This is an optimization exercise on Yosys and OpenROAD, whose aim is small area, a short achievable clock period and few clock cycles, not a production implementation.
RTL that was checked went through simulation tests only; none was proved equivalent to the original.
No functional check of the RTL was part of runs 1 and 2.
Power and IR drop assume default switching activity.

### design/flow/config.mk
export PLATFORM = sky130hd
export DESIGN_NAME = qr_decode
export DESIGN_NICKNAME = qr_decode
export VERILOG_FILES = /design/flow/design.v
export SDC_FILE = /design/flow/constraint.sdc
export NUM_CORES = 8
export LEC_CHECK = 0
export ABC_AREA = 1
export ABC_CLOCK_PERIOD_IN_PS = 3000
export CAP_MARGIN = 20
export CORE_MARGIN = 2
export CORE_UTILIZATION = 40
export SETUP_SLACK_MARGIN = 5
export SLEW_MARGIN = 20
### design/flow/constraint.sdc
create_clock -name core_clock -period 8.0 [get_ports {clk}]
set_input_delay 1.6000 -clock core_clock [delete_from_list [all_inputs] [get_ports {clk}]]
set_output_delay 1.6000 -clock core_clock [all_outputs]
set_load 0.01 [all_outputs]
### design/flow/design.v
module qr_decode(
    input clk,
    input srstn,
    input qr_decode_start,
    input [15:0] sram_rdata,
    output reg [9:0] sram_raddr,
    output reg decode_valid,
    output [7:0] decode_jis8_code,
    output reg qr_decode_finish
);
localparam S_IDLE = 4'd0, S_SCANA = 4'd1, S_SCANB = 4'd2, S_RIGHT = 4'd3,
           S_BLK = 4'd4, S_RING0 = 4'd5, S_RING1 = 4'd6, S_DEC2 = 4'd7,
           S_PROBE = 4'd8, S_ROT = 4'd9, S_DATA = 4'd10;
localparam [9:0] ADDR0 = {5'd1, 5'd2};
reg [3:0] state, state_n;
reg [9:0] raddr_n;
reg [3:0] bsel, bsel_n;         
reg [3:0] bselL, bselL_n;       
reg oor, oor_n;                 
reg [15:0] SA;
reg [14:0] SB;
wire srch = (state <= 4'd5);
wire [3:0] hA = SA[15:12];       
wire [3:0] hR = SA[11:8];        
wire [3:0] hC = SA[7:4];         
wire [3:0] hC2 = SA[3:0];
reg [3:0] hA_n, hR_n, hC_n, hC2_n;
reg [2:0] cnt, cnt_n;
wire [7:0] colacc = SB[14:7];
wire [7:0] rowacc = {1'b0, SB[6:0]};
reg [7:0] colacc_n, rowacc_n;
reg [6:0] xa, xa_n, ya, ya_n, xb, xb_n;
reg sL, sL_n, sR, sR_n;
reg tl, tl_n;
reg [1:0] rot, rot_n;
reg [2:0] m, m_n;
reg first, first_n;
reg strA, strA_n, strB, strB_n;    
reg [6:0] OX, OX_n, OY, OY_n;      
reg pv1, pv1_n, two1, two1_n, mR1, mR1_n, mL1, mL1_n;
reg [1:0] ft1, ft1_n, tg1, tg1_n;
reg pv, pv_n, two, two_n, mR, mR_n, mL, mL_n;
reg [1:0] ft, ft_n, tg, tg_n;      
wire [4:0] nc = SA[15:11];
wire [4:0] nr = SA[10:6];
wire nh = SA[5];
wire [1:0] late = SA[4:3];
reg [4:0] nc_n, nr_n;
reg nh_n;
reg [1:0] late_n;
wire [8:0] acc = SB[14:6];
wire [2:0] nacc = SA[2:0];
wire [4:0] rem = SB[5:1];
wire gotn = SB[0];
reg [8:0] acc_n;
reg [2:0] nacc_n;
reg [4:0] rem_n;
reg gotn_n, capn, capn_n;
reg valid_n, fin_n;
function [15:0] dec16;
    input [3:0] v;
    dec16 = 16'd1 << v;
endfunction
wire nz = |sram_rdata;
wire pbit = |(sram_rdata & dec16(bsel)) & ~oor;
wire lbit = |(sram_rdata & dec16(bselL));
wire [3:0] wcol = sram_rdata[3:0] | sram_rdata[7:4] | sram_rdata[11:8] | sram_rdata[15:12];
wire [3:0] wrow = {|sram_rdata[15:12], |sram_rdata[11:8], |sram_rdata[7:4], |sram_rdata[3:0]};
assign decode_jis8_code = nacc[0] ? acc[8:1] : acc[7:0];
function [2:0] ffs8;   
    input [7:0] v;
    casez (v)
        8'b???????1: ffs8 = 3'd0;
        8'b??????10: ffs8 = 3'd1;
        8'b?????100: ffs8 = 3'd2;
        8'b????1000: ffs8 = 3'd3;
        8'b???10000: ffs8 = 3'd4;
        8'b??100000: ffs8 = 3'd5;
        8'b?1000000: ffs8 = 3'd6;
        default:     ffs8 = 3'd7;
    endcase
endfunction
function [2:0] fls8;   
    input [7:0] v;
    casez (v)
        8'b1???????: fls8 = 3'd7;
        8'b01??????: fls8 = 3'd6;
        8'b001?????: fls8 = 3'd5;
        8'b0001????: fls8 = 3'd4;
        8'b00001???: fls8 = 3'd3;
        8'b000001??: fls8 = 3'd2;
        8'b0000001?: fls8 = 3'd1;
        default:     fls8 = 3'd0;
    endcase
endfunction
function [1:0] mod3;
    input [4:0] v;
    case (v)
        5'd0, 5'd3, 5'd6, 5'd9, 5'd12, 5'd15, 5'd18, 5'd21, 5'd24, 5'd27, 5'd30: mod3 = 2'd0;
        5'd1, 5'd4, 5'd7, 5'd10, 5'd13, 5'd16, 5'd19, 5'd22, 5'd25, 5'd28, 5'd31: mod3 = 2'd1;
        default: mod3 = 2'd2;
    endcase
endfunction
function div3odd;      
    input [4:0] v;
    case (v)
        5'd3, 5'd4, 5'd5, 5'd9, 5'd10, 5'd11, 5'd15, 5'd16, 5'd17,
        5'd21, 5'd22, 5'd23, 5'd27, 5'd28, 5'd29: div3odd = 1'b1;
        default: div3odd = 1'b0;
    endcase
endfunction
function mbit;
    input [2:0] mk;
    input [4:0] r, c;
    reg [1:0] r3, c3;
    reg z3, o3, s3, rc2;
    begin
        r3 = mod3(r);
        c3 = mod3(c);
        z3 = (r3 == 2'd0) || (c3 == 2'd0);
        o3 = (r3 == c3) && !z3;
        s3 = (r3 == 2'd0 && c3 == 2'd0) || (r3[0] && c3[1]) || (r3[1] && c3[0]);
        rc2 = r[0] & c[0];
        case (mk)
            3'd0: mbit = ~(r[0] ^ c[0]);
            3'd1: mbit = ~r[0];
            3'd2: mbit = (c3 == 2'd0);
            3'd3: mbit = s3;
            3'd4: mbit = ~(r[1] ^ div3odd(c));
            3'd5: mbit = ~rc2 & z3;
            3'd6: mbit = ~(rc2 ^ o3);
            default: mbit = ~((r[0] ^ c[0]) ^ o3);
        endcase
    end
endfunction
wire [2:0] fcol = ffs8(colacc);
wire [2:0] lcol = fls8(colacc);
wire [2:0] frow = ffs8(rowacc);
wire [4:0] hRm1 = {hR, 1'b0} - 5'd1;
wire [4:0] hCm1 = {hC, 1'b0} - 5'd1;
wire [6:0] xL_c = {hCm1, 2'b00} + {4'd0, fcol};
wire [6:0] yB_c = {hRm1, 2'b00} + {4'd0, frow};
wire [6:0] xR_c = {hC2, 3'b000} + {4'd0, lcol};
wire [6:0] xR1 = xR_c - 7'd1;
wire [6:0] yB1 = yB_c + 7'd1;
wire [2:0] yLo = {ya[2] ^ hRm1[0], ya[1:0]};
wire [6:0] y0_c = (yLo < frow) ? ya : yB_c;
wire [4:0] c1 = {hA, 1'b0};
wire [4:0] wlo = (c1 <= 5'd14) ? 5'd2 : c1 - 5'd12;
wire [4:0] whi = (c1 >= 5'd18) ? 5'd30 : c1 + 5'd12;
wire [4:0] arow = sram_raddr[9:5];
wire [4:0] acol = sram_raddr[4:0];
wire [4:0] aRow1 = arow + 5'd1;
wire [9:0] sa_miss = (acol >= 5'd23) ? {aRow1, (aRow1[1:0] == 2'd0) ? 5'd8 : {2'b00, aRow1[1:0], 1'b0}}
                                      : {arow, acol + 5'd8};
wire [4:0] sbrow = (arow <= 5'd6) ? 5'd2 : arow - 5'd4 + {4'd0, arow[0]};
wire [9:0] sa_hit = {sbrow, (acol <= 5'd14) ? 5'd2 : acol - 5'd12};
wire [9:0] sb_miss = (acol == whi) ? {arow + 5'd2, wlo} : {arow, acol + 5'd2};
wire [9:0] sb_hit = (acol == 5'd30) ? {arow - 5'd1, 5'd29}
                                    : {arow, (acol >= 5'd18) ? 5'd30 : acol + 5'd12};
wire rdone = (acol[4:1] == hC + 4'd1);
wire [9:0] blk0 = {hRm1, hCm1};
wire [9:0] rt_miss = {arow, acol - 5'd2};
reg [4:0] ncR, nrr;
always @(*) begin
    ncR = nc;
    nrr = nr;
    if (~nc[1]) begin           
        if (nr == 5'd9 && (nc == 5'd24 || nc == 5'd20)) begin
            ncR = nc - 5'd2; nrr = 5'd9;
        end else if (nr == 5'd0) begin
            ncR = nc - 5'd2; nrr = 5'd0;
        end else if (nc == 5'd20 && nr == 5'd21)
            nrr = 5'd15;
        else if (nr == 5'd7)
            nrr = 5'd5;
        else
            nrr = nr - 5'd1;
    end else begin              
        if (nr == 5'd24) begin
            ncR = nc - 5'd2; nrr = 5'd24;
        end else if (nc == 5'd18 && nr == 5'd15)
            nrr = 5'd21;
        else if (nc == 5'd14 && nr == 5'd5)
            nrr = 5'd7;
        else
            nrr = nr + 5'd1;
    end
end
wire lonext = (nc == 5'd16) && (nr >= 5'd17) && (nr <= 5'd21);
wire [1:0] svv = sL ? 2'd2 : 2'd1;    
wire fmt = (nc <= 5'd4);
wire nstr = nc[1] ? strB : strA;
wire [4:0] mc = (nh && !fmt) ? nc - 5'd1 : nc;
wire [4:0] ax = rot[0] ? nr : mc;
wire [4:0] ay = rot[0] ? mc : nr;
wire negx = rot[0] ^ rot[1];
wire negy = rot[1];
wire [5:0] vx = sL ? {ax, 1'b0} : {1'b0, ax};
wire [5:0] vy = sL ? {ay, 1'b0} : {1'b0, ay};
wire [6:0] mOX = negx ? ~{1'b0, vx} : {1'b0, vx};
wire [6:0] mOY = negy ? ~{1'b0, vy} : {1'b0, vy};
wire [6:0] pbase = rot[0] ? ya : xa;
wire oc = sL & (pbase[1:0] == (rot[1] ? 2'd3 : 2'd1));
wire [6:0] k24 = sL ? 7'd48 : 7'd24;
wire [6:0] Ox = xa + (negx ? k24 : 7'd0) + {6'd0, oc & ~rot[0]};
wire [6:0] Oy = ya + (negy ? k24 : 7'd0) + {6'd0, oc & rot[0]};
wire [1:0] plow = pbase[1:0] + {1'b0, oc};
wire [1:0] plowB = sL ? plow : plow + 2'd2;
wire fA = rot[1] ? ({1'b0, plow} + {1'b0, svv}) > 3'd3 : plow < svv;
wire fB = rot[1] ? ({1'b0, plowB} + {1'b0, svv}) > 3'd3 : plowB < svv;
wire cinx = (state == S_DATA) & negx;
wire ciny = (state == S_DATA) & negy;
wire bsx = (state == S_DEC2 && !tl) || (state == S_PROBE && tl);
wire [8:0] px = {2'b00, bsx ? xb : xa} + {{2{OX[6]}}, OX} + {8'd0, cinx};
wire spaneq = (px[7:0] == {1'b0, xb});
wire [8:0] py = {2'b00, ya} + {{2{OY[6]}}, OY} + {8'd0, ciny};
reg [1:0] lx, ly;
always @(*) begin
    lx = px[1:0];
    ly = py[1:0];
    case (rot)
        2'd0: lx = px[1:0] - svv;
        2'd2: lx = px[1:0] + svv;
        2'd1: ly = py[1:0] - svv;
        default: ly = py[1:0] + svv;
    endcase
end
reg mRl, mLl;
always @(*) begin
    case (tg)
        2'd1: begin mRl = mbit(m, 5'd22, 5'd24); mLl = mbit(m, 5'd22, 5'd23); end
        2'd2: begin mRl = mbit(m, 5'd21, 5'd24); mLl = mbit(m, 5'd21, 5'd23); end
        2'd3: begin mRl = mbit(m, 5'd22, 5'd23); mLl = 1'b0; end
        default: begin mRl = mR; mLl = mL; end
    endcase
end
reg b1, b2;
reg [3:0] tot;
reg [8:0] accs;
reg stage2, issue;
always @(*) begin
    state_n = state;
    raddr_n = {py[6:2], px[6:2]};
    bsel_n = {py[1:0], px[1:0]};
    bselL_n = {ly, lx};
    oor_n = (px[8:7] != 2'b00) || (py[8:7] != 2'b00);
    hA_n = hA; hR_n = hR; hC_n = hC; hC2_n = hC2;
    cnt_n = cnt;
    colacc_n = ((cnt == 3'd0 || cnt == 3'd4) ? 8'd0 : colacc) | (cnt[0] ? {wcol, 4'd0} : {4'd0, wcol});
    rowacc_n = ((cnt == 3'd0 || cnt == 3'd4) ? 8'd0 : rowacc) | (cnt[1] ? {wrow, 4'd0} : {4'd0, wrow});
    xa_n = xa; ya_n = ya; xb_n = xb;
    sL_n = sL; sR_n = sR; tl_n = tl;
    rot_n = rot; m_n = m; first_n = 1'b0;
    strA_n = strA; strB_n = strB;
    OX_n = mOX; OY_n = mOY;
    pv1_n = 1'b0;
    two1_n = !fmt && !nh && !nstr;
    ft1_n = !fmt ? 2'd0 : (nc == 5'd4) ? 2'd1 : (nc == 5'd3) ? 2'd2 : 2'd3;
    mR1_n = mbit(m, nr, mc);
    mL1_n = mbit(m, nr, nc - 5'd1);
    tg1_n = (late == 2'd0) ? 2'd0 : nh ? 2'd3 : (nr == 5'd22) ? 2'd1 : 2'd2;
    pv_n = 1'b0; two_n = two1; ft_n = ft1; mR_n = mR1; mL_n = mL1; tg_n = tg1;
    late_n = (late != 2'd0) ? late - 2'd1 : 2'd0;
    nc_n = ncR; nr_n = nrr; nh_n = lonext;
    if (fmt) begin
        nr_n = nr; nh_n = 1'b0;
        if (nc == 5'd2) begin
            nc_n = 5'd24; nr_n = 5'd22;
            late_n = 2'd2;
        end else
            nc_n = nc - 5'd1;
    end else if (!nh && nstr) begin
        nc_n = nc; nr_n = nr; nh_n = 1'b1;
    end
    acc_n = acc; nacc_n = nacc; rem_n = rem; gotn_n = gotn; capn_n = 1'b0;
    valid_n = 1'b0; fin_n = 1'b0;
    b1 = 1'b0; b2 = 1'b0; tot = 4'd0; accs = acc;
    stage2 = 1'b0; issue = 1'b0;
    case (state)
    S_IDLE, S_SCANA: begin
        if (state == S_SCANA || qr_decode_start) begin
            hA_n = acol[4:1];
            state_n = nz ? S_SCANB : S_SCANA;
            raddr_n = nz ? sa_hit : sa_miss;
        end
    end
    S_SCANB: begin
        hR_n = arow[4:1];
        hC_n = acol[4:1];
        hC2_n = 4'd15;
        cnt_n = 3'd0;
        if (nz)
            state_n = (acol == 5'd30) ? S_BLK : S_RIGHT;
        raddr_n = nz ? sb_hit : sb_miss;
    end
    S_RIGHT: begin
        hC2_n = nz ? acol[4:1] : hC;
        cnt_n = 3'd0;
        if (nz || rdone)
            state_n = S_BLK;
        raddr_n = (nz || rdone) ? blk0 : rt_miss;
    end
    S_BLK: begin
        cnt_n = cnt + 3'd1;
        if (cnt == 3'd4) begin
            xa_n = xL_c;
            ya_n = yB_c;
        end
        case (cnt)
            3'd0: raddr_n = {hRm1, hC, 1'b0};
            3'd1: raddr_n = {hR, 1'b0, hCm1};
            3'd2: raddr_n = {hR, 1'b0, hC, 1'b0};
            3'd3: raddr_n = {hRm1, hC2, 1'b0};
            3'd4: raddr_n = {hRm1, hC2, 1'b1};
            3'd5: raddr_n = {hR, 1'b0, hC2, 1'b0};
            3'd6: begin
                raddr_n = {hR, 1'b0, hC2, 1'b1};
                OX_n = 7'd1;
                OY_n = 7'd1;
            end
            default: begin
                stage2 = 1'b1;
                state_n = S_RING0;
            end
        endcase
    end
    S_RING0: begin
        sL_n = pbit;
        xb_n = xR_c;
        ya_n = y0_c;
        OX_n = pbit ? 7'd49 : 7'd24;
        raddr_n = {yB1[6:2], xR1[6:2]};
        bsel_n = {yB1[1:0], xR1[1:0]};
        oor_n = 1'b0;
        state_n = S_RING1;
    end
    S_RING1: begin
        state_n = S_DEC2;
        sR_n = pbit;
        if (pbit == sL && spaneq) begin
            cnt_n = 3'd0;
            tl_n = 1'b1;
            OX_n = sL ? 7'd10 : 7'd5;      
            OY_n = sL ? 7'd40 : 7'd20;
        end else if (sL & ~pbit) begin
            tl_n = 1'b1;
            cnt_n = 3'd4;
            OX_n = 7'd49;
            OY_n = 7'd49;
        end else begin
            tl_n = 1'b0;
            cnt_n = 3'd4;
            sL_n = pbit;
            sR_n = sL;
            OX_n = pbit ? 7'h4F : 7'h68;       
            OY_n = pbit ? 7'd49 : 7'd24;
        end
    end
    S_DEC2: begin
        stage2 = 1'b1;
        if (cnt[2]) begin
            state_n = S_PROBE;
            OX_n = 7'h68;                       
            if (!tl) begin
                xa_n = px[6:0];
                xb_n = xa;
            end
        end else begin
            state_n = S_ROT;
            OX_n = sL ? 7'd38 : 7'd19;     
            OY_n = sL ? 7'd40 : 7'd20;
        end
    end
    S_PROBE: begin
        if (pbit)
            rot_n = tl ? 2'd3 : 2'd2;
        else begin
            rot_n = tl ? 2'd2 : 2'd3;
            xa_n = tl ? px[6:0] : xb;
            sL_n = sR;
        end
        state_n = S_DATA;
    end
    S_ROT: begin
        cnt_n = cnt + 3'd1;
        stage2 = 1'b1;
        OX_n = sL ? 7'd10 : 7'd5;          
        OY_n = sL ? 7'd8 : 7'd4;
        rot_n = (cnt == 3'd0) ? 2'd1 : (cnt == 3'd1) ? 2'd0 : {1'b1, ~pbit};
        state_n = (pbit || cnt == 3'd2) ? S_DATA : S_ROT;
    end
    S_DATA: begin
        stage2 = 1'b1;
        issue = 1'b1;
        if (first) begin
            xa_n = Ox;
            ya_n = Oy;
            strA_n = fA;
            strB_n = fB;
        end
        if (pv) begin
            b1 = pbit;
            b2 = lbit;
            if (ft == 2'd1) begin
                m_n[0] = ~b1;
            end else if (ft == 2'd2) begin
                m_n[1] = b1;
            end else if (ft == 2'd3) begin
                m_n[2] = ~b1;
            end else begin
                b1 = b1 ^ mRl;
                b2 = b2 ^ mLl;
                accs = two ? {acc[6:0], b1, b2} : {acc[7:0], b1};
                acc_n = accs;
                tot = {1'b0, nacc} + (two ? 4'd2 : 4'd1);
                nacc_n = tot[2:0];
                if (tot[3]) begin
                    nacc_n = {2'b00, tot[0]};
                    if (!gotn) begin
                        gotn_n = 1'b1;
                        capn_n = 1'b1;
                    end else begin
                        valid_n = 1'b1;
                        rem_n = rem - 5'd1;
                        if (rem == 5'd1) fin_n = 1'b1;
                    end
                end
            end
        end
        if (capn) rem_n = decode_jis8_code[4:0];
        if (fin_n) state_n = S_IDLE;
    end
    default: begin
        state_n = S_IDLE;
        raddr_n = ADDR0;
    end
    endcase
    if (state == S_PROBE || state == S_ROT) begin
        first_n = 1'b1;
        nc_n = 5'd4; nr_n = 5'd8; nh_n = 1'b0; late_n = 2'd0;
        nacc_n = 3'd0; gotn_n = 1'b0;
    end
    if (issue)
        pv1_n = 1'b1;
    if (stage2)
        pv_n = pv1;
    if (fin_n || (state == S_IDLE && !qr_decode_start))
        raddr_n = ADDR0;
end
always @(posedge clk) begin
    if (~srstn) begin
        state <= S_IDLE;
        sram_raddr <= ADDR0;
        decode_valid <= 1'b0;
        qr_decode_finish <= 1'b0;
    end else begin
        state <= state_n;
        sram_raddr <= raddr_n;
        decode_valid <= valid_n;
        qr_decode_finish <= fin_n;
    end
end
always @(posedge clk) begin
    bsel <= bsel_n; bselL <= bselL_n; oor <= oor_n;
    cnt <= cnt_n;
    SA <= srch ? {hA_n, hR_n, hC_n, hC2_n} : {nc_n, nr_n, nh_n, late_n, nacc_n};
    SB <= srch ? {colacc_n, rowacc_n[6:0]} : {acc_n, rem_n, gotn_n};
    xa <= xa_n; ya <= ya_n; xb <= xb_n;
    sL <= sL_n; sR <= sR_n; tl <= tl_n;
    rot <= rot_n; m <= m_n; first <= first_n;
    strA <= strA_n; strB <= strB_n;
    OX <= OX_n; OY <= OY_n;
    pv1 <= pv1_n; two1 <= two1_n; ft1 <= ft1_n; mR1 <= mR1_n; mL1 <= mL1_n; tg1 <= tg1_n;
    pv <= pv_n; two <= two_n; ft <= ft_n; mR <= mR_n; mL <= mL_n; tg <= tg_n;
    capn <= capn_n;
end
endmodule
### design/flow/flow/run.sh
#!/bin/bash
# Layout flow: the standard flow, except that after the standard synthesis
# the combinational logic is mapped again without the adder cells (half and
# full adders), which are slower and larger here than plain gates. Every
# flip-flop instance of the standard synthesis is kept as it is (blackboxed
# during the remap), so the registers keep their names and cell types.
set -euo pipefail
P=${FLOW_PLATFORM:-sky130hd}
R=orfs/results/$P/qr_decode/base
L=orfs/logs/$P/qr_decode/base
YOSYS=${YOSYS_EXE:-$(command -v yosys || echo "$FLOW_HOME/../tools/install/yosys/bin/yosys")}
LIB=$FLOW_HOME/platforms/$P/lib/sky130_fd_sc_hd__tt_025C_1v80.lib

# 1. standard synthesis
bash standard.sh synth > flow_1_synth.log 2>&1

# 2. remap the combinational logic with the same abc command the synthesis used
cp "$R/1_2_yosys.v" flow_std_netlist.v
ABCLINE=$(grep -m1 '^abc -script' "$L/1_2_yosys.log")
{
  echo "read_liberty -ignore_miss_func $LIB"
  echo "read_verilog flow_std_netlist.v"
  echo "hierarchy -top $FLOW_TOP"
  grep -oE 'sky130_fd_sc_hd__[a-z0-9_]+' flow_std_netlist.v | sort -u | grep -E '__(e?dfx|df|dl|sdf|conb)' | sed 's/^/blackbox /'
  echo "flatten"
  echo "opt_clean"
  echo "$ABCLINE"
  echo "rename -hide w:*.*"
  echo "opt_clean -purge"
  echo "hilomap -singleton -hicell sky130_fd_sc_hd__conb_1 HI -locell sky130_fd_sc_hd__conb_1 LO"
  echo "insbuf -buf sky130_fd_sc_hd__buf_4 A X"
  echo "tee -o flow_remap_stat.txt stat -liberty $LIB"
  echo "write_verilog -noattr -nohex -nodec flow_remapped.v"
} > flow_remap.ys
"$YOSYS" -s flow_remap.ys > flow_2_remap.log 2>&1
# the written netlist, read back against the cell library, must be clean
"$YOSYS" -p "read_liberty -lib $LIB; read_verilog flow_remapped.v; hierarchy -top $FLOW_TOP; check -assert" > flow_2_check.log 2>&1

# the flip-flops must be the standard synthesis's, one for one
grep -oE 'sky130_fd_sc_hd__e?dfx[a-z]*_[0-9]+ [^ ]+' flow_std_netlist.v | sort > flow_ff_std.txt
grep -oE 'sky130_fd_sc_hd__e?dfx[a-z]*_[0-9]+ [^ ]+' flow_remapped.v | sort > flow_ff_new.txt
cmp flow_ff_std.txt flow_ff_new.txt

# 3. the rest of the standard flow from the remapped netlist
cp flow_remapped.v "$R/1_2_yosys.v"
touch "$R/1_2_yosys.v"
bash standard.sh > flow_3_layout.log 2>&1
### design/flow/standard.sh
#!/bin/bash
# synth_recipe.tcl (not shown) runs the flow's synth.tcl, then flattens the netlist and writes it again
# the make line also repeats each setting of config.mk as NAME=value (left out here)
make -C /OpenROAD-flow-scripts/flow DESIGN_CONFIG=/design/flow/config.mk WORK_HOME=/design/flow/orfs CLKGATE_MAP_FILE= SYNTH_SCRIPT=/design/flow/synth_recipe.tcl "${@:-finish}"
==> out/metrics.cfg, run 1 <==
[yosys]
netlist_instances=1750
ys_warn_count=1
syn-num-nets=1769
avgSynthCellArea_um2=6.21
netlist_area_um2=10900

[layout]
num_antenna_cells=0
syn2layout_area_growth_pct=27.5
drive_above_1_share=0.203
final_cell_mix=364 x nand2_1, 231 x inv_1, 203 x nor2_1
final_common_cell=nand2_1
fin_nets=1911
finalNonFillerCells=2246
final_util=0.517

[drt]
drc=0
avgRoutedWirePerCell_um=20.3
vias=13300
routed_wirelength_mm=45.7
via_per_inst=5.92
drtPass1Iterations=6
drt.antenna.violating_nets=0
drt_iter0_drc=1592

[global_routing]
grt_pass1_vias=12100
use_met3=0.0454
grt_max_degree=24
grt_pass1_wl_mm=69.4
grt_util_met1=0.450
met2_usage=0.476
grt_usage=0.315
grt.busiest_layer=met2
antenna_found_initial=0
overflow=0

[placed_design]
dp.cells=2079
portBuffers=38
pre_cts_slack_ns=3.63
gp_congestion=0.978
post-dp-hpwl_mm=33.5

[floorplanning]
ioPinCount=39
initial_utilization=0.405
die_width_um=169
core_um2=26800
die_h_um=169
dieArea_um2=28500
num_rows=60

[critical_path]
required_ns=6.40
cp_max_fo=17
worstPathArrival_ns=1.54
crit_family=flip-flops
reg2reg_depth=11
critPathCaptureType=output port
startpoint_type=flip-flop
max_stage_delay_ns=0.45
cp_num_buf_inv=2
r2r-start=SA[4]
crit_cells=3
crit_chain=buf_12 -> o21ai_4 -> clkdlybuf4s15_2
reg2reg_to=state[1]
slowest_stage=edfxtp_1
crit_type=flip-flop to output port
r2r_setup_slack_ns=4.98

[power_and_ir_drop]
powerDensity_nw_per_um2=219
p_leak_nw=6.14
ir_drop_uv=111

[sta]
slew_violations=0
hold_violations=0
setup_viol=0
worst_pin_slew_ns=1.05
fin_crit_sh=0.393
fin_crit_ns=3.14
final.setup_skew_ns=0.0131
fin_ws_ns=4.86
tns_ns=0
rsz0062_at_grt=true
fmax_ghz=0.318
hold_slack_ns=0.326
slew_headroom=0.295

[clocking]
clkTransAtPathRegs_ns=0.07
h-tree-depth=4
root_buffer=clkbuf_16
clock_latency_ns=0.44
clock_sink_count=124
numCtsBuffers=17
clock_path_buffers=2
cts_tree=yes

[hold_path]
min_from=mR1
min-delay-path-class=flip-flop to flip-flop
worstHoldEndpoint=mR
worstHoldPathCells=0

[outcome]
status=finished clean

[run]
maxCapViolCount=0

[cell type report]
class	count	area [um2]
Clock buffer	17	425
Clock inverter	15	210
Fill cell	2660	12900
Inverter	275	1090
Multi-Input combinational cell	1295	7050
Sequential cell	124	3170
Tap cell	341	427
Timing Repair Buffer	179	1480
[worst reg2reg max path: cells and delay by family, from the launching register on]
family,cells,cell delay [ns]
AOI/OAI and AO/OA,4,0.64
buffers and inverters,1,0.07
DFF,1,0.81
and+or+nand+nor,6,1.38
[how the worst max path moves through the flow]
stage	to	from
floorplan	xa[0]	sram_rdata[6]
global placement	sram_raddr[1]	sram_rdata[6]
detailed placement	sram_raddr[6]	sram_rdata[6]
CTS	decode_jis8_code[4]	SA[0]
global route	sram_raddr[2]	sram_rdata[6]
finish	decode_jis8_code[1]	SA[0]
[registers in the layout (all words and copies together) (netlist names), 3 cells and up, named ones only]
| register | cells |
|---|---|
| bselL | 4 |
| state | 4 |
| OX | 7 |
| OY | 7 |
| sram_raddr | 10 |
| m | 3 |
| xa | 7 |
| SB | 15 |
| xb | 7 |
| cnt | 3 |
| bsel | 4 |
| ya | 7 |
| SA | 16 |
[stage by stage]
stage | power [mW] | instance area (um2)
after global routing | 3.19 | 13900
after floorplan | 1.60 | 10900
after CTS | 2.89 | 13100
after detailed placement | 1.94 | 11600
after global placement | 1.94 | 11600
final | 3.03 | 13900
[what timing repair did]
action / in CTS / in global routing
resized for setup: 210 / 122
cloned: 0 / 1
setup endpoints to repair: 76 / 58
hold buffers: 0 / 0
pin swaps: 21 / 33
buffers inserted: 93 / 41
[per-layer routing]
metal,vias up,share of wire
met5,-,0
met4,0,0.049
met3,154,0.098
met2,793,0.42
met1,6166,0.43
li1,6192,-
[power by group]
part	total [mW]	switching [mW]	internal, mW
Sequential	0.920	0.137	0.783
Clock	0.872	0.344	0.528
Combinational	1.24	0.807	0.435
Total	3.03	1.29	1.75
==> run 2, diff against run 1 <==
--- a/design/flow/design.v
+++ b/design/flow/design.v
@@ -209,6 +209,39 @@
 wire [1:0] plowB = sL ? plow : plow + 2'd2;
 wire fA = rot[1] ? ({1'b0, plow} + {1'b0, svv}) > 3'd3 : plow < svv;
 wire fB = rot[1] ? ({1'b0, plowB} + {1'b0, svv}) > 3'd3 : plowB < svv;
+reg [1:0] cR3, cL3;
+reg cRd, cLd;
+always @(*) begin
+    case (nc[4:1])
+        4'd12: begin cR3 = 2'd0; cRd = 1'b0; cL3 = 2'd2; cLd = 1'b1; end    
+        4'd11: begin cR3 = 2'd1; cRd = 1'b1; cL3 = 2'd0; cLd = 1'b1; end    
+        4'd10: begin cR3 = 2'd2; cRd = 1'b0; cL3 = 2'd1; cLd = 1'b0; end    
+        4'd9:  begin cR3 = 2'd0; cRd = 1'b0; cL3 = 2'd2; cLd = 1'b1; end    
+        4'd8:  begin cR3 = 2'd1; cRd = 1'b1; cL3 = 2'd0; cLd = 1'b1; end    
+        4'd7:  begin cR3 = 2'd2; cRd = 1'b0; cL3 = 2'd1; cLd = 1'b0; end    
+        default: begin cR3 = 2'd0; cRd = 1'b0; cL3 = 2'd2; cLd = 1'b1; end  
+    endcase
+end
+wire [1:0] r3 = mod3(nr);
+wire zR = (r3 == 2'd0) || (cR3 == 2'd0);
+wire zL = (r3 == 2'd0) || (cL3 == 2'd0);
+wire oR = (r3 == cR3) && !zR;
+wire oL = (r3 == cL3) && !zL;
+wire sR3 = (r3 == 2'd0 && cR3 == 2'd0) || (r3[0] && cR3[1]) || (r3[1] && cR3[0]);
+wire sL3 = (r3 == 2'd0 && cL3 == 2'd0) || (r3[0] && cL3[1]) || (r3[1] && cL3[0]);
+reg mRc, mLc;
+always @(*) begin
+    case (m)     
+        3'd0: begin mRc = ~nr[0];             mLc = nr[0]; end
+        3'd1: begin mRc = ~nr[0];             mLc = ~nr[0]; end
+        3'd2: begin mRc = (cR3 == 2'd0);      mLc = (cL3 == 2'd0); end
+        3'd3: begin mRc = sR3;                mLc = sL3; end
+        3'd4: begin mRc = ~(nr[1] ^ cRd);     mLc = ~(nr[1] ^ cLd); end
+        3'd5: begin mRc = zR;                 mLc = ~nr[0] & zL; end
+        3'd6: begin mRc = ~oR;                mLc = ~(nr[0] ^ oL); end
+        default: begin mRc = ~(nr[0] ^ oR);   mLc = nr[0] ^ oL; end
+    endcase
+end
 wire cinx = (state == S_DATA) & negx;
 wire ciny = (state == S_DATA) & negy;
 wire bsx = (state == S_DEC2 && !tl) || (state == S_PROBE && tl);
@@ -257,8 +290,8 @@
     pv1_n = 1'b0;
     two1_n = !fmt && !nh && !nstr;
     ft1_n = !fmt ? 2'd0 : (nc == 5'd4) ? 2'd1 : (nc == 5'd3) ? 2'd2 : 2'd3;
-    mR1_n = mbit(m, nr, mc);
-    mL1_n = mbit(m, nr, nc - 5'd1);
+    mR1_n = nh ? mLc : mRc;
+    mL1_n = mLc;
     tg1_n = (late == 2'd0) ? 2'd0 : nh ? 2'd3 : (nr == 5'd22) ? 2'd1 : 2'd2;
     pv_n = 1'b0; two_n = two1; ft_n = ft1; mR_n = mR1; mL_n = mL1; tg_n = tg1;
     late_n = (late != 2'd0) ? late - 2'd1 : 2'd0;
==> out/metrics.cfg, run 2 <==
[outcome]
status=finished clean

[critical_path]
slowest_stage=a31oi_4
reg2reg_depth=16  ; +5
crit_family=compound AO/OA/AOI/OAI gates
max_stage_delay_ns=0.21  ; -0.24 ns
cp_num_buf_inv=6  ; +4
crit_chain=buf_8 -> inv_12 -> nand4_1 -> inv_2 -> nand4_1 -> buf_6 -> buf_4 -> a31oi_4 -> nor2_4 -> a31oi_1 -> o21ai_1 -> a21oi_1 -> o211ai_1 -> nand2_1 -> inv_1
required_ns=8.33  ; +1.93 ns
cpMostUsedCell=nand4_1
worstSetupEndpoint=sram_raddr[7]
reg2reg_to=sram_raddr[1]
r2r_setup_slack_ns=5.03  ; +0.05 ns
r2r-start=SB[10]
startpoint_type=primary input
critPathCaptureType=flip-flop
cp_max_fo=6  ; -11
crit_type=primary input to flip-flop
setup.worst_path.start=sram_rdata[8]
worstPathArrival_ns=3.48  ; +1.94 ns
crit_cells=15  ; +12

[power_and_ir_drop]
powerDensity_nw_per_um2=229  ; +4.6%
pwr-share-seq=0.302  ; about the same
p_comb_frac=0.427  ; +0.018
p_switching_mw=1.37  ; +6.4%
p_leak_nw=6.24  ; +1.6%
ir_drop_uv=154  ; +38%
swShare=0.433  ; +0.00790
intPower_mw=1.80  ; +3.1%
pwr-share-clk=0.271  ; -0.016

[layout]
final_common_cell=nand2_1
final_cell_mix=372 x nand2_1, 225 x inv_1, 194 x nor2_1
fin_nets=1869  ; -2.2%
top_regs=SA: 16 flops, SB: 15 flops, sram_raddr: 10 flops
num_antenna_cells=0  ; unchanged
largest_register=SA
largest_reg_flops=16  ; unchanged
fillers=2588  ; -2.7%
syn2layout_area_growth_pct=32.8
drive_above_1_share=0.220  ; +0.0164

[floorplanning]
die_width_um=165  ; -2.0%
num_rows=59  ; -1.7%
core_um2=25800  ; -3.6%
die_h_um=165  ; -2.0%
ioPinCount=39  ; unchanged
dieArea_um2=27400  ; -4.0%
initial_utilization=0.403  ; -0.00208

[sta]
tns_ns=0  ; unchanged
rsz0062_at_grt=true
slew_headroom=0.275  ; -0.0196
worst_pin_slew_ns=1.08  ; +0.0219 ns
setup_viol=0  ; unchanged
fin_ws_ns=4.85  ; -0.0104 ns
hold_violations=0  ; unchanged
slew_violations=0  ; unchanged
fin_crit_sh=0.394  ; +0.00130
final.setup_skew_ns=0.0151  ; +0.00199 ns
fmax_ghz=0.317  ; -0.33%
fin_crit_ns=3.15  ; +0.0104 ns

[clocking]
clock_path_buffers=2  ; unchanged
numCtsBuffers=17  ; unchanged
clkTransAtPathRegs_ns=0.06  ; about the same
h-tree-depth=4  ; unchanged
cts_tree=yes
root_buffer=clkbuf_16
clock_latency_ns=0.43  ; about the same
clock_sink_count=124  ; unchanged
hold_buffers=0  ; unchanged

[global_routing]
overflow=0  ; unchanged
grt_usage=0.315  ; about the same
grt_pass1_wl_mm=65.1  ; -6.2%
grt_max_degree=22  ; -8.3%
antenna_found_initial=0  ; unchanged
grt_pass1_vias=11500  ; -5.2%

[drt]
routed_wirelength_mm=44.6  ; -2.4%
drt_iter0_drc=1413  ; -11%
drt.antenna.violating_nets=0  ; unchanged
drc=0  ; unchanged
avgRoutedWirePerCell_um=20.3  ; -0.28%
via_per_inst=5.78  ; -2.5%
vias=12700  ; -4.5%
drtPass1Iterations=6  ; unchanged

[placed_design]
portBuffers=38  ; unchanged
gp_congestion=0.959  ; -2.0%
pre_cts_slack_ns=3.37  ; -0.262 ns
post-dp-hpwl_mm=32.2  ; -4.1%

[yosys]
avgSynthCellArea_um2=6.17  ; -0.57%
netlist_instances=1688  ; -3.5%
ys_warn_count=1  ; unchanged
netlist_area_um2=10400  ; -4.1%
syn-num-nets=1707  ; -3.5%

[hold_path]
min-delay-path-class=flip-flop to flip-flop

[run]
maxCapViolCount=0  ; unchanged

run 2: layer usage:
metal / vias to the layer above / share of wire / GRT usage
met5: - / 0 / 0
met4: 0 / 0.042 / 0.129
met3: 146 / 0.085 / 0.0509
met2: 672 / 0.46 / 0.524
met1: 5906 / 0.41 / 0.408
li1: 5977 / - / -
run 2: power groups by stage:
| stage | Sequential (mW) | Combinational, mW | Clock, mW |
|---|---|---|---|
| after floorplan | 0.884 | 0.780 | 0 |
| after global placement | 0.991 | 1.06 | 0 |
| after detailed placement | 0.989 | 1.06 | 0 |
| after CTS | 0.957 | 1.19 | 0.861 |
| after global routing | 0.971 | 1.48 | 0.886 |
| final | 0.957 | 1.36 | 0.859 |
run 2: per-stage QoR:
step                      std cells  power [mW]  area [um2]  hold slack (ns)   util
after floorplan                1688        1.66       10500            0.310      -
after global placement         2015        2.05       11100            0.310  0.431
after detailed placement       2015        2.05       11100            0.313  0.431
after CTS                      2149        3.01       12800            0.327  0.496
after global routing           2198        3.33       13800            0.332  0.535
final                          2198        3.17       13800            0.326  0.535
run 2: worst min path at each step:
stage / from / endpoint / slack [ns] / cells after the start
CTS: ft1[0] / ft[0] / 0.33 / 0
global route: two1 / two / 0.33 / 0
global placement: mL1 / mL / 0.31 / 0
floorplan: ft1[0] / ft[0] / 0.31 / 0
finish: ft1[0] / ft[0] / 0.33 / 0
detailed placement: ft1[0] / ft[0] / 0.31 / 0
run 2: what timing repair did:
item | 4_1_cts | 5_1_grt
gates cloned | 3 | 3
setup endpoints to repair | 76 | 62
pin swaps | 35 | 47
gates resized for setup | 206 | 189
setup buffers | 99 | 46
run 2: area by class of cell:
type	instances	area (um2)	area share
Multi-Input combinational cell	1244	6780	0.490
Sequential cell	124	3170	0.229
Timing Repair Buffer	192	1720	0.124
Inverter	269	1100	0.0794
Clock buffer	18	450	0.0326
Tap cell	335	419	0.0303
Clock inverter	14	183	0.0132
Timing Repair inverter	2	10.0	0.000724
==> run 3, diff against run 2 <==
--- a/design/flow/design.v
+++ b/design/flow/design.v
@@ -314,8 +314,8 @@
     S_IDLE, S_SCANA: begin
         if (state == S_SCANA || qr_decode_start) begin
             hA_n = acol[4:1];
-            state_n = nz ? S_SCANB : S_SCANA;
-            raddr_n = nz ? sa_hit : sa_miss;
+            state_n = S_SCANA;
+            raddr_n = sa_miss;
         end
     end
     S_SCANB: begin
@@ -323,16 +323,14 @@
         hC_n = acol[4:1];
         hC2_n = 4'd15;
         cnt_n = 3'd0;
-        if (nz)
-            state_n = (acol == 5'd30) ? S_BLK : S_RIGHT;
-        raddr_n = nz ? sb_hit : sb_miss;
+        raddr_n = sb_miss;
     end
     S_RIGHT: begin
         hC2_n = nz ? acol[4:1] : hC;
         cnt_n = 3'd0;
-        if (nz || rdone)
+        if (rdone)
             state_n = S_BLK;
-        raddr_n = (nz || rdone) ? blk0 : rt_miss;
+        raddr_n = rdone ? blk0 : rt_miss;
     end
     S_BLK: begin
         cnt_n = cnt + 3'd1;
@@ -421,7 +419,7 @@
         OX_n = sL ? 7'd10 : 7'd5;          
         OY_n = sL ? 7'd8 : 7'd4;
         rot_n = (cnt == 3'd0) ? 2'd1 : (cnt == 3'd1) ? 2'd0 : {1'b1, ~pbit};
-        state_n = (pbit || cnt == 3'd2) ? S_DATA : S_ROT;
+        state_n = (cnt == 3'd2) ? S_DATA : S_ROT;    
     end
     S_DATA: begin
         stage2 = 1'b1;
@@ -481,15 +479,27 @@
     if (fin_n || (state == S_IDLE && !qr_decode_start))
         raddr_n = ADDR0;
 end
+wire scanning = (state == S_SCANA) || (state == S_IDLE && qr_decode_start) ||
+                (state == S_SCANB) || (state == S_RIGHT);
+wire scanhit = nz & scanning;
+wire [9:0] raddr_hit = (state == S_SCANB) ? sb_hit : (state == S_RIGHT) ? blk0 : sa_hit;
+wire [3:0] state_hit = (state == S_SCANB) ? ((acol == 5'd30) ? S_BLK : S_RIGHT) :
+                       (state == S_RIGHT) ? S_BLK : S_SCANB;
+wire rothit = pbit & (state == S_ROT);
 always @(posedge clk) begin
     if (~srstn) begin
         state <= S_IDLE;
         sram_raddr <= ADDR0;
+    end else begin
+        state <= scanhit ? state_hit : rothit ? S_DATA : state_n;
+        sram_raddr <= scanhit ? raddr_hit : raddr_n;
+    end
+end
+always @(posedge clk) begin
+    if (~srstn) begin
         decode_valid <= 1'b0;
         qr_decode_finish <= 1'b0;
     end else begin
-        state <= state_n;
-        sram_raddr <= raddr_n;
         decode_valid <= valid_n;
         qr_decode_finish <= fin_n;
     end
--- a/design/flow/config.mk
+++ b/design/flow/config.mk
@@ -9,6 +9,6 @@
 export ABC_CLOCK_PERIOD_IN_PS = 3000
 export CAP_MARGIN = 20
 export CORE_MARGIN = 2
-export CORE_UTILIZATION = 40
+export CORE_UTILIZATION = 55
 export SETUP_SLACK_MARGIN = 5
 export SLEW_MARGIN = 20
==> out/metrics.cfg, run 3 <==
[critical_path]
startpoint_type=flip-flop
critPathCaptureType=output port
cp_max_fo=6  ; unchanged
r2r-start=state[1]
crit_chain=buf_6 -> buf_6 -> o21ai_4 -> buf_6
crit_type=flip-flop to output port
cp_num_buf_inv=3  ; -3
crit_cells=4  ; -11
cpMostUsedCell=buf_6
worstSetupEndpoint=decode_jis8_code[0]
reg2reg_depth=15  ; -1
setup.worst_path.start=SA[0]
reg2reg_to=sram_raddr[8]
worstPathArrival_ns=1.49  ; -1.99 ns
r2r_setup_slack_ns=5.05  ; +0.02 ns
crit_family=flip-flops
max_stage_delay_ns=0.48  ; +0.27 ns
required_ns=6.40  ; -1.93 ns
slowest_stage=edfxtp_1

[sta]
hold_slack_ns=0.324  ; -0.00204 ns
setup_viol=0  ; unchanged
slew_headroom=0.315  ; +0.0398
fin_crit_sh=0.386  ; -0.00810
slew_violations=0  ; unchanged
fmax_ghz=0.324  ; +2.1%
fin_crit_ns=3.09  ; -0.0648 ns
rsz0062_at_grt=true
hold_violations=0  ; unchanged
tns_ns=0  ; unchanged
worst_pin_slew_ns=1.02  ; -0.0521 ns
final.setup_skew_ns=0.00922  ; -0.00589 ns

[outcome]
status=finished clean

[drt]
drt.antenna.violating_nets=0  ; unchanged
drt_iter0_drc=1979  ; +40%
avgRoutedWirePerCell_um=20.8  ; +2.4%
via_per_inst=6.22  ; +7.7%
drc=0  ; unchanged
routed_wirelength_mm=44.0  ; -1.2%
drtPass1Iterations=6  ; unchanged
vias=13200  ; +4.0%

[global_routing]
grt_pass1_wl_mm=65.5  ; +0.56%
grt_max_degree=26  ; +18%
overflow=0  ; unchanged
antenna_found_initial=0  ; unchanged
grt_usage=0.419  ; +0.104
grt_pass1_vias=11800  ; +3.1%

[floorplanning]
initial_utilization=0.555  ; +0.152
dieArea_um2=20600  ; -25%
die_width_um=143  ; -13%
core_um2=19300  ; -25%
num_rows=51  ; -14%
die_h_um=143  ; -13%
ioPinCount=39  ; unchanged

[clocking]
clock_sink_count=124  ; unchanged
numCtsBuffers=17  ; unchanged
root_buffer=clkbuf_16
clock_latency_ns=0.44  ; about the same
h-tree-depth=4  ; unchanged
clock_path_buffers=2  ; unchanged
cts_tree=yes
clkTransAtPathRegs_ns=0.06  ; about the same

[yosys]
ys_warn_count=1  ; unchanged
netlist_instances=1732  ; +2.6%
syn-num-nets=1751  ; +2.6%
netlist_area_um2=10700  ; +2.7%
avgSynthCellArea_um2=6.18  ; +0.12%

[layout]
fillers=1714  ; -34%
drive_above_1_share=0.187  ; -0.0321
final_common_cell=nand2_1
largest_reg_flops=16  ; unchanged
top_regs=SA: 16 flops, SB: 15 flops, sram_raddr: 10 flops
syn2layout_area_growth_pct=24.3
fin_nets=1863  ; -0.32%
largest_register=SA
num_antenna_cells=0  ; unchanged
final_cell_mix=401 x nand2_1, 224 x inv_1, 197 x nor2_1

[run]
maxCapViolCount=0  ; unchanged

[placed_design]
gp_congestion=1.09  ; +14%
portBuffers=38  ; unchanged
post-dp-hpwl_mm=32.1  ; about the same

[power_and_ir_drop]
powerDensity_nw_per_um2=388  ; +69%
p_leak_nw=5.94  ; -4.8%
ir_drop_uv=248  ; +61%

[hold_path]
min-delay-path-class=flip-flop to flip-flop

[run 3: metal layers]
layer | wire [um] | part of all wire | track usage | up-vias
met5 | 0 | 0 | 0 | -
met2 | 18800 | 0.43 | 0.647 | 995
li1 | - | - | - | 6025
met1 | 15900 | 0.36 | 0.502 | 5888
met3 | 5220 | 0.12 | 0.114 | 297
met4 | 4170 | 0.095 | 0.305 | 0
[run 3: how the worst min path moves through the flow]
stage | to | depth (start not counted) | start
2_1_floorplan | ft[0] | 0 | ft1[0]
3_3_place_gp | mR | 0 | mR1
3_5_place_dp | ft[1] | 0 | ft1[1]
4_1_cts | two | 0 | two1
5_1_grt | two | 0 | two1
6_report | ft[1] | 0 | ft1[1]
[run 3: final cells by class]
| cell class | count | area [um2] | area share |
|---|---|---|---|
| Clock buffer | 19 | 433 | 0.0325 |
| Clock inverter | 13 | 174 | 0.0131 |
| Inverter | 268 | 1060 | 0.0798 |
| Multi-Input combinational cell | 1291 | 6890 | 0.518 |
| Sequential cell | 124 | 3160 | 0.238 |
| Tap cell | 265 | 332 | 0.0249 |
| Timing Repair Buffer | 142 | 1250 | 0.0938 |
[run 3: timing repair]
item / 4_1_cts / 5_1_grt
cloned: 0 / 1
pin swaps: 27 / 33
setup endpoints to repair: 91 / 68
buffers inserted: 57 / 41
gates resized for setup: 184 / 134
hold buffers: 0 / 0
[run 3: where the power goes]
group          total, mW  internal, mW  switching, mW
Combinational       3.09          1.06           2.04
Clock              0.824         0.517          0.307
Sequential          1.25         0.953          0.296
[run 3: metrics by stage]
stage	cell area [um2]	worst slack (ns)	power, mW	std cells	utilization
after floorplan	10800	4.70	2.91	1732	-
after global placement	11300	3.75	3.70	1991	0.588
after detailed placement	11300	3.71	3.71	1991	0.588
after CTS	12600	4.95	4.75	2080	0.653
after global routing	13300	4.79	5.45	2122	0.690
final	13300	4.91	5.17	2122	0.690
Testbench counts of run 3, summed over its fixed seeds: cycles 39,330.
==> run 4, diff against run 3 <==
--- a/design/flow/config.mk
+++ b/design/flow/config.mk
@@ -9,6 +9,6 @@
 export ABC_CLOCK_PERIOD_IN_PS = 3000
 export CAP_MARGIN = 20
 export CORE_MARGIN = 2
-export CORE_UTILIZATION = 55
+export CORE_UTILIZATION = 40
 export SETUP_SLACK_MARGIN = 5
 export SLEW_MARGIN = 20
==> out/metrics.cfg, run 4 <==
[global_routing]
overflow=0  ; unchanged
grt_usage=0.305  ; -0.114
met2_usage=0.479  ; -0.168
grt.busiest_layer=met2
grt_max_degree=26  ; unchanged
grt_pass1_vias=11400  ; -3.2%
use_met3=0.0506  ; -0.0637
grt_pass1_wl_mm=66.2  ; +1.1%
antenna_found_initial=0  ; unchanged
grt_util_met1=0.412  ; -0.0898

[outcome]
status=finished clean

[floorplanning]
die_h_um=168  ; +17%
ioPinCount=39  ; unchanged
die_width_um=168  ; +17%
num_rows=59  ; +16%
dieArea_um2=28100  ; +36%
core_um2=26100  ; +36%
initial_utilization=0.410  ; -0.146

[sta]
rsz0062_at_grt=true
worst_pin_slew_ns=1.04  ; +0.0153 ns
slew_headroom=0.305  ; -0.0102
fin_crit_ns=3.05  ; -0.0401 ns
slew_violations=0  ; unchanged
fmax_ghz=0.328  ; +1.3%
fin_crit_sh=0.381  ; -0.00501
tns_ns=0  ; unchanged
setup_viol=0  ; unchanged
final.setup_skew_ns=0.00920  ; -0.0000271 ns
hold_violations=0  ; unchanged

[power_and_ir_drop]
powerDensity_nw_per_um2=377  ; -3.0%
ir_drop_uv=154  ; -38%
p_leak_nw=5.93  ; -0.20%

[critical_path]
worstPathArrival_ns=1.45  ; -0.04 ns
crit_type=flip-flop to output port
required_ns=6.40  ; about the same
cp_max_fo=11  ; +5
startpoint_type=flip-flop
critPathCaptureType=output port

[drt]
via_per_inst=5.79  ; -6.9%
drc=0  ; unchanged
drt_iter0_drc=1678  ; -15%
drtPass1Iterations=5  ; -1
routed_wirelength_mm=43.7  ; -0.68%
avgRoutedWirePerCell_um=20.0  ; -3.6%
vias=12700  ; -4.1%
drt.antenna.violating_nets=0  ; unchanged

[yosys]
syn-num-nets=1751  ; unchanged
netlist_area_um2=10700  ; unchanged
avgSynthCellArea_um2=6.18  ; unchanged
ys_warn_count=1  ; unchanged
netlist_instances=1732  ; unchanged

[layout]
largest_register=SA
final_util=0.506  ; -0.184
fin_nets=1858  ; -0.27%
largest_reg_flops=16  ; unchanged
final_common_cell=nand2_1
num_antenna_cells=0  ; unchanged
fillers=2708  ; +58%
syn2layout_area_growth_pct=23.6
drive_above_1_share=0.184  ; -0.00327
final_cell_mix=406 x nand2_1, 221 x inv_1, 199 x nor2_1
top_regs=SA: 16 flops, SB: 15 flops, sram_raddr: 10 flops

[hold_path]
min-delay-path-class=flip-flop to flip-flop

[clocking]
cts_tree=yes
clkTransAtPathRegs_ns=0.06  ; about the same
hold_buffers=0  ; unchanged
h-tree-depth=4  ; unchanged
numCtsBuffers=17  ; unchanged
clock_latency_ns=0.43  ; about the same
root_buffer=clkbuf_16
clock_sink_count=124  ; unchanged
clock_path_buffers=2  ; unchanged

[placed_design]
gp_congestion=0.997  ; -8.6%
portBuffers=38  ; unchanged
post-dp-hpwl_mm=33.2  ; +3.3%

[run]
maxCapViolCount=0  ; unchanged

-- run 4: per-layer routing --
layer / vias up / routed length [um]
met1: 5834 / 18400
met2: 684 / 19200
met4: 0 / 2180
li1: 6022 / -
met3: 126 / 4030
met5: - / 0
-- run 4: timing repair --
action,4_1_cts,5_1_grt
endpoints found under the hold margin,0,0
cloned,1,1
buffers inserted,49,41
resized for setup,172,124
endpoints found under the setup margin,85,56
pin swaps,21,34
-- run 4: through the flow --
step / setup WS, ns / hold WS [ns] / power (mW) / instances / instance area [um2]
2_1_floorplan: 4.70 / 0.310 / 2.91 / 1732 / 10800
3_3_place_gp: 3.55 / 0.311 / 3.73 / 2063 / 11400
3_5_place_dp: 3.51 / 0.312 / 3.73 / 2063 / 11400
4_1_cts: 4.92 / 0.326 / 4.70 / 2145 / 12600
5_1_grt: 4.89 / 0.329 / 5.32 / 2187 / 13200
6_report: 4.95 / 0.327 / 4.99 / 2187 / 13200
-- run 4: path summary, 6_finish.rpt --
kind         startpoint             endpoint  slack (ns)  depth (start not counted)
min              tg1[1]                tg[1]        0.33                          0
max               SA[0]  decode_jis8_code[4]        4.95                          4
max reg2reg    state[1]               cnt[2]        5.12                         17
min reg2reg      tg1[1]                tg[1]        0.33                          0
-- run 4: power breakdown --
group / total [mW] / switching [mW] / internal, mW
Clock: 0.778 / 0.318 / 0.460
Sequential: 1.23 / 0.279 / 0.954
Combinational: 2.97 / 1.97 / 1.00
Total: 4.99 / 2.57 / 2.42
-- run 4: critical path, stage by stage (launching register included) --
cell and delay, ns:
edfxtp_1 0.39, buf_4 0.20, nand2_1 0.11, o21ai_4 0.08
clkdlybuf4s15_2 0.23
-- run 4: area by class of cell --
type	instances	area, um2	share of cell area
multi-input cells	1292	6860	0.518
inverters	268	1050	0.0794
clock inverters	13	143	0.0108
well taps	335	419	0.0317
flip-flops and latches	124	3170	0.240
repair buffers	136	1150	0.0873
clock buffers	19	433	0.0327
==> run 5, diff against run 4 <==
--- a/design/flow/config.mk
+++ b/design/flow/config.mk
@@ -10,5 +10,7 @@
 export CAP_MARGIN = 20
 export CORE_MARGIN = 2
 export CORE_UTILIZATION = 40
+export CTS_CLUSTER_DIAMETER = 120
+export CTS_CLUSTER_SIZE = 40
 export SETUP_SLACK_MARGIN = 5
 export SLEW_MARGIN = 20
==> out/metrics.cfg, run 5 <==
[clocking]
clock_path_buffers=2  ; unchanged
clock_latency_ns=0.43  ; about the same
clock_sink_count=124  ; unchanged
numCtsBuffers=17  ; unchanged
h-tree-depth=4  ; unchanged
cts_tree=yes
clkTransAtPathRegs_ns=0.06  ; about the same
root_buffer=clkbuf_16

[sta]
tns_ns=0  ; unchanged
fin_crit_sh=0.381  ; unchanged
fmax_ghz=0.328  ; unchanged
slew_headroom=0.305  ; unchanged
rsz0062_at_grt=true
fin_crit_ns=3.05  ; unchanged
worst_pin_slew_ns=1.04  ; unchanged
slew_violations=0  ; unchanged
hold_slack_ns=0.327  ; unchanged
final.setup_skew_ns=0.00920  ; unchanged
hold_violations=0  ; unchanged
setup_viol=0  ; unchanged

[floorplanning]
ioPinCount=39  ; unchanged
initial_utilization=0.410  ; unchanged
die_width_um=168  ; unchanged
num_rows=59  ; unchanged
dieArea_um2=28100  ; unchanged
die_h_um=168  ; unchanged
core_um2=26100  ; unchanged

[critical_path]
crit_type=flip-flop to output port
critPathCaptureType=output port
max_stage_delay_ns=0.39  ; about the same
startpoint_type=flip-flop
slowest_stage=edfxtp_1
worstPathArrival_ns=1.45  ; about the same
crit_cells=4  ; unchanged
crit_chain=buf_4 -> nand2_1 -> o21ai_4 -> clkdlybuf4s15_2
required_ns=6.40  ; about the same
cp_num_buf_inv=2  ; unchanged
cp_max_fo=11  ; unchanged
crit_family=buffers and inverters
reg2reg_depth=17  ; unchanged

[drt]
routed_wirelength_mm=43.7  ; unchanged
drt.antenna.violating_nets=0  ; unchanged
drtPass1Iterations=5  ; unchanged
avgRoutedWirePerCell_um=20.0  ; unchanged
drc=0  ; unchanged
vias=12700  ; unchanged
drt_iter0_drc=1678  ; unchanged
via_per_inst=5.79  ; unchanged

[run]
maxCapViolCount=0  ; unchanged

[layout]
largest_register=SA
final_common_cell=nand2_1
top_regs=SA: 16 flops, SB: 15 flops, sram_raddr: 10 flops
largest_reg_flops=16  ; unchanged
final_cell_mix=406 x nand2_1, 221 x inv_1, 199 x nor2_1
fin_nets=1858  ; unchanged
syn2layout_area_growth_pct=23.6  ; unchanged
finalNonFillerCells=2187  ; unchanged
num_antenna_cells=0  ; unchanged
drive_above_1_share=0.184  ; unchanged

[yosys]
avgSynthCellArea_um2=6.18  ; unchanged
netlist_instances=1732  ; unchanged
syn-num-nets=1751  ; unchanged
netlist_area_um2=10700  ; unchanged
ys_warn_count=1  ; unchanged

[power_and_ir_drop]
powerDensity_nw_per_um2=377  ; unchanged
ir_drop_uv=154  ; unchanged
p_leak_nw=5.93  ; unchanged

[global_routing]
antenna_found_initial=0  ; unchanged
grt_max_degree=26  ; unchanged
overflow=0  ; unchanged
grt_pass1_vias=11400  ; unchanged
grt_usage=0.305  ; unchanged
grt_pass1_wl_mm=66.2  ; unchanged

[outcome]
status=finished clean

[placed_design]
portBuffers=38  ; unchanged
dp.cells=2063  ; unchanged
gp_congestion=0.997  ; unchanged
post-dp-hpwl_mm=33.2  ; unchanged

[hold_path]
worstHoldPathCells=0  ; unchanged
min-delay-path-class=flip-flop to flip-flop

[run 5: final timing paths]
path                               start                  end  slack [ns]
worst max-delay path               SA[0]  decode_jis8_code[4]        4.95
worst min-delay path              tg1[1]                tg[1]        0.33
worst max register to register  state[1]               cnt[2]        5.12
worst min register to register    tg1[1]                tg[1]        0.33
[run 5: layer usage]
metal  up-vias  GRT usage  routed length (um)
met5         -          0                   0
met4         0      0.142                2180
met3       126     0.0506                4030
met2       684      0.479               19200
met1      5834      0.412               18400
li1       6022          -                   -
[run 5: timing repair]
| action | 4_1_cts | 5_1_grt |
|---|---|---|
| resized for setup | 172 | 124 |
| pin swaps | 21 | 34 |
| hold buffers | 0 | 0 |
| cloned | 1 | 1 |
| setup buffers | 49 | 41 |
| setup endpoints to repair | 85 | 56 |
[run 5: area by class of cell]
type | count | area [um2]
clock buffers | 19 | 433
clock inverters | 13 | 143
fillers | 2708 | 12900
inverters | 268 | 1050
multi-input cells | 1292 | 6860
flip-flops and latches | 124 | 3170
well taps | 335 | 419
repair buffers | 136 | 1150
[run 5: worst register-to-register path, cell delays in order, from the launching register on]
cell	delay (ns)
dfxtp_2	0.43
nand2_2	0.11
nor3_4	0.31
clkinv_4	0.16
nor2_4	0.17
nand3_2	0.11
nand3_4	0.10
nand2_1	0.07
nand2_1	0.10
nand2_2	0.08
nand3_1	0.11
nand3_2	0.11
a21oi_4	0.22
nand3_2	0.12
nor2_4	0.16
nand2_4	0.10
nand2_2	0.09
o21ai_1	0.07
[run 5: where the power goes]
part,total [mW],internal (mW),switching (mW)
Combinational,2.97,1.00,1.97
Clock,0.778,0.460,0.318
Sequential,1.23,0.954,0.279
Total,4.99,2.42,2.57
[run 5: metrics by stage]
step | cell area (um2) | total power, mW | utilization | worst slack, ns
after global routing | 13200 | 5.32 | 0.506 | 4.89
after global placement | 11400 | 3.73 | 0.437 | 3.55
final | 13200 | 4.99 | 0.506 | 4.95
after CTS | 12600 | 4.70 | 0.481 | 4.92
after detailed placement | 11400 | 3.73 | 0.437 | 3.51
after floorplan | 10800 | 2.91 | - | 4.70
==> run 6, diff against run 5 <==
--- a/design/flow/flow/run.sh
+++ b/design/flow/flow/run.sh
@@ -16,7 +16,7 @@
 
 # 2. remap the combinational logic with the same abc command the synthesis used
 cp "$R/1_2_yosys.v" flow_std_netlist.v
-ABCLINE=$(grep -m1 '^abc -script' "$L/1_2_yosys.log")
+ABCLINE=$(grep -m1 '^abc -script' "$L/1_2_yosys.log" | sed "s#-script [^ ]*#-script $PWD/flow/abc_remap.script#")
 {
   echo "read_liberty -ignore_miss_func $LIB"
   echo "read_verilog flow_std_netlist.v"
==> design/flow/flow/abc_remap.script (new file) <==
strash
ifraig
dc2
dch -f
map -B 0.9
topo
stime -c
buffer -c
upsize -c
dnsize -c
--- a/design/flow/config.mk
+++ b/design/flow/config.mk
@@ -10,7 +10,5 @@
 export CAP_MARGIN = 20
 export CORE_MARGIN = 2
 export CORE_UTILIZATION = 40
-export CTS_CLUSTER_DIAMETER = 120
-export CTS_CLUSTER_SIZE = 40
 export SETUP_SLACK_MARGIN = 5
 export SLEW_MARGIN = 20
==> out/metrics.cfg, run 6 <==
[outcome]
status=finished clean

[sta]
slew_headroom=0.175  ; -0.129
rsz0062_at_grt=true
worst_pin_slew_ns=1.23  ; +0.193 ns
fin_crit_sh=0.393  ; +0.0118
setup_viol=0  ; unchanged
hold_violations=0  ; unchanged
fmax_ghz=0.318  ; -3.0%
slew_violations=0  ; unchanged
final.setup_skew_ns=0.0153  ; +0.00611 ns
tns_ns=0  ; unchanged
fin_crit_ns=3.14  ; +0.0945 ns
fin_ws_ns=4.86  ; -0.0945 ns

[drt]
drc=0  ; unchanged
drt.antenna.violating_nets=0  ; unchanged
vias=12300  ; -2.7%
via_per_inst=5.88  ; +1.6%
routed_wirelength_mm=43.2  ; -1.2%
avgRoutedWirePerCell_um=20.6  ; +3.2%
drtPass1Iterations=6  ; +1
drt_iter0_drc=1317  ; -22%

[clocking]
cts_tree=yes
clkTransAtPathRegs_ns=0.06  ; about the same
root_buffer=clkbuf_16
h-tree-depth=4  ; unchanged
clock_latency_ns=0.43  ; about the same
clock_path_buffers=2  ; unchanged
numCtsBuffers=17  ; unchanged
clock_sink_count=124  ; unchanged

[layout]
fillers=2550  ; -5.8%
final_common_cell=nand2_1
largest_register=SA
drive_above_1_share=0.207  ; +0.0228
syn2layout_area_growth_pct=27.8
fin_nets=1770  ; -4.7%
top_regs=SA: 16 flops, SB: 15 flops, sram_raddr: 10 flops
num_antenna_cells=0  ; unchanged
final_cell_mix=343 x nand2_1, 193 x inv_1, 183 x nor2_1
largest_reg_flops=16  ; unchanged

[critical_path]
required_ns=8.31  ; +1.91 ns
slowest_stage=nor4_4
crit_type=primary input to flip-flop
r2r_setup_slack_ns=5.00  ; -0.12 ns
reg2reg_to=mR1
crit_chain=buf_8 -> nor4_4 -> inv_1 -> nor4_4 -> a21oi_4 -> buf_6 -> nor2_4 -> o2111ai_2 -> nand3_1 -> nand3_1
worstSetupEndpoint=sram_raddr[1]
r2r-start=SA[12]
setup.worst_path.start=sram_rdata[12]
crit_family=simple AND/OR/NAND/NOR gates
reg2reg_depth=11  ; -6
cp_num_buf_inv=3  ; +1
max_stage_delay_ns=0.40  ; about the same
crit_cells=10  ; +6
startpoint_type=primary input
worstPathArrival_ns=3.45  ; +2.00 ns
critPathCaptureType=flip-flop
cp_max_fo=7  ; -4

[floorplanning]
die_h_um=164  ; -2.1%
initial_utilization=0.407  ; -0.00242
ioPinCount=39  ; unchanged
num_rows=58  ; -1.7%
core_um2=25200  ; -3.6%
die_width_um=164  ; -2.1%
dieArea_um2=26900  ; -4.1%

[global_routing]
grt_usage=0.312  ; +0.00655
overflow=0  ; unchanged
grt_max_degree=23  ; -12%
antenna_found_initial=0  ; unchanged
grt_pass1_vias=10900  ; -5.0%
grt_pass1_wl_mm=63.4  ; -4.2%

[yosys]
avgSynthCellArea_um2=6.29  ; +1.8%
syn-num-nets=1648  ; -5.9%
netlist_area_um2=10300  ; -4.2%
ys_warn_count=1  ; unchanged
netlist_instances=1629  ; -5.9%

[placed_design]
pre_cts_slack_ns=3.30  ; -0.209 ns
post-dp-hpwl_mm=31.8  ; -4.3%
portBuffers=38  ; unchanged
gp_congestion=1.00  ; +0.74%

[power_and_ir_drop]
ir_drop_uv=199  ; +29%
p_leak_nw=5.79  ; -2.4%
powerDensity_nw_per_um2=403  ; +6.9%

[run]
maxCapViolCount=0  ; unchanged

[hold_path]
min-delay-path-class=flip-flop to flip-flop

[run 6: through the flow]
stage | utilization | total power, mW | std cells | area, um2 | hold WS (ns)
floorplan | - | 2.95 | 1629 | 10300 | 0.310
global placement | 0.436 | 3.79 | 1958 | 11000 | 0.312
detailed placement | 0.436 | 3.79 | 1958 | 11000 | 0.312
CTS | 0.490 | 4.82 | 2053 | 12300 | 0.321
global route | 0.520 | 5.57 | 2094 | 13100 | 0.323
finish | 0.520 | 5.28 | 2094 | 13100 | 0.325
[run 6: cell type report]
cell class / instances / area (um2) / share of cell area
repair buffers: 146 / 1240 / 0.0945
well taps: 330 / 413 / 0.0315
flip-flops and latches: 124 / 3170 / 0.242
clock buffers: 19 / 464 / 0.0354
clock inverters: 13 / 104 / 0.00793
multi-input cells: 1223 / 6760 / 0.516
inverters: 239 / 951 / 0.0726
[run 6: worst min-delay path by stage]
| stage | from | to | slack [ns] | cells past startpoint |
|---|---|---|---|---|
| finish | ft1[1] | ft[1] | 0.32 | 0 |
| global route | ft1[1] | ft[1] | 0.32 | 0 |
| CTS | ft1[1] | ft[1] | 0.32 | 0 |
| detailed placement | ft1[0] | ft[0] | 0.31 | 0 |
| global placement | ft1[0] | ft[0] | 0.31 | 0 |
| floorplan | ft1[0] | ft[0] | 0.31 | 0 |
[run 6: report_power, final]
part           total [mW]  switching (mW)  internal, mW
logic                3.26            2.11          1.15
registers            1.27           0.297         0.970
clock network       0.756           0.328         0.428
total                5.28            2.73          2.55
[run 6: metal layers]
metal,part of all wire,up-vias,global-route usage
met2,0.43,730,0.467
met1,0.43,5699,0.438
met4,0.044,0,0.139
met5,0,-,0
li1,-,5775,-
met3,0.095,116,0.0561
[run 6: repair_timing]
action	4_1_cts	5_1_grt
gates resized for setup	208	140
hold buffers	0	0
pin swaps	29	55
gates cloned	1	1
buffers inserted	62	40
endpoints found under the setup margin	95	56

-- re-timing with driven ports --
The results above use ideal ports. As a check the final layouts listed here were re-extracted and re-timed, cells and wires unchanged.
Step 1 (the two cells are an assumption about what drives the block):
set clk [get_ports {clk}]
set_driving_cell -lib_cell sky130_fd_sc_hd__clkbuf_16 $clk
set_driving_cell -lib_cell sky130_fd_sc_hd__buf_2 [delete_from_list [all_inputs] $clk]
Step 2 moves the port delays by t, midway between the first and last clock arrival at a register: inputs arrive t later, outputs are due t later. That takes back most of the time a late clock gives input paths.
Three values: no drivers, after step 1, after step 2; two values: the first two.
| run | t (ns) | setup WS [ns] | worst register clock-pin slew, ns |
|---|---|---|---|
| run 1 | 0.483 | 4.856 / 4.805 / 4.430 | 0.07 / 0.07 |
| run 2 | 0.475 | 4.845 / 4.856 / 4.381 | 0.07 / 0.07 |
| run 3 | 0.480 | 4.910 / 4.863 / 4.460 | 0.06 / 0.06 |
| run 4 | 0.478 | 4.950 / 4.902 / 4.555 | 0.06 / 0.06 |
| run 5 | 0.478 | 4.950 / 4.902 / 4.555 | 0.06 / 0.06 |
| run 6 | 0.472 | 4.856 / 4.863 / 4.391 | 0.07 / 0.07 |
After both steps every run listed still meets setup and hold. For run 6, which loses most, drivers alone change the setup slack by +0.007 ns; drivers and shift together by -0.465 ns.
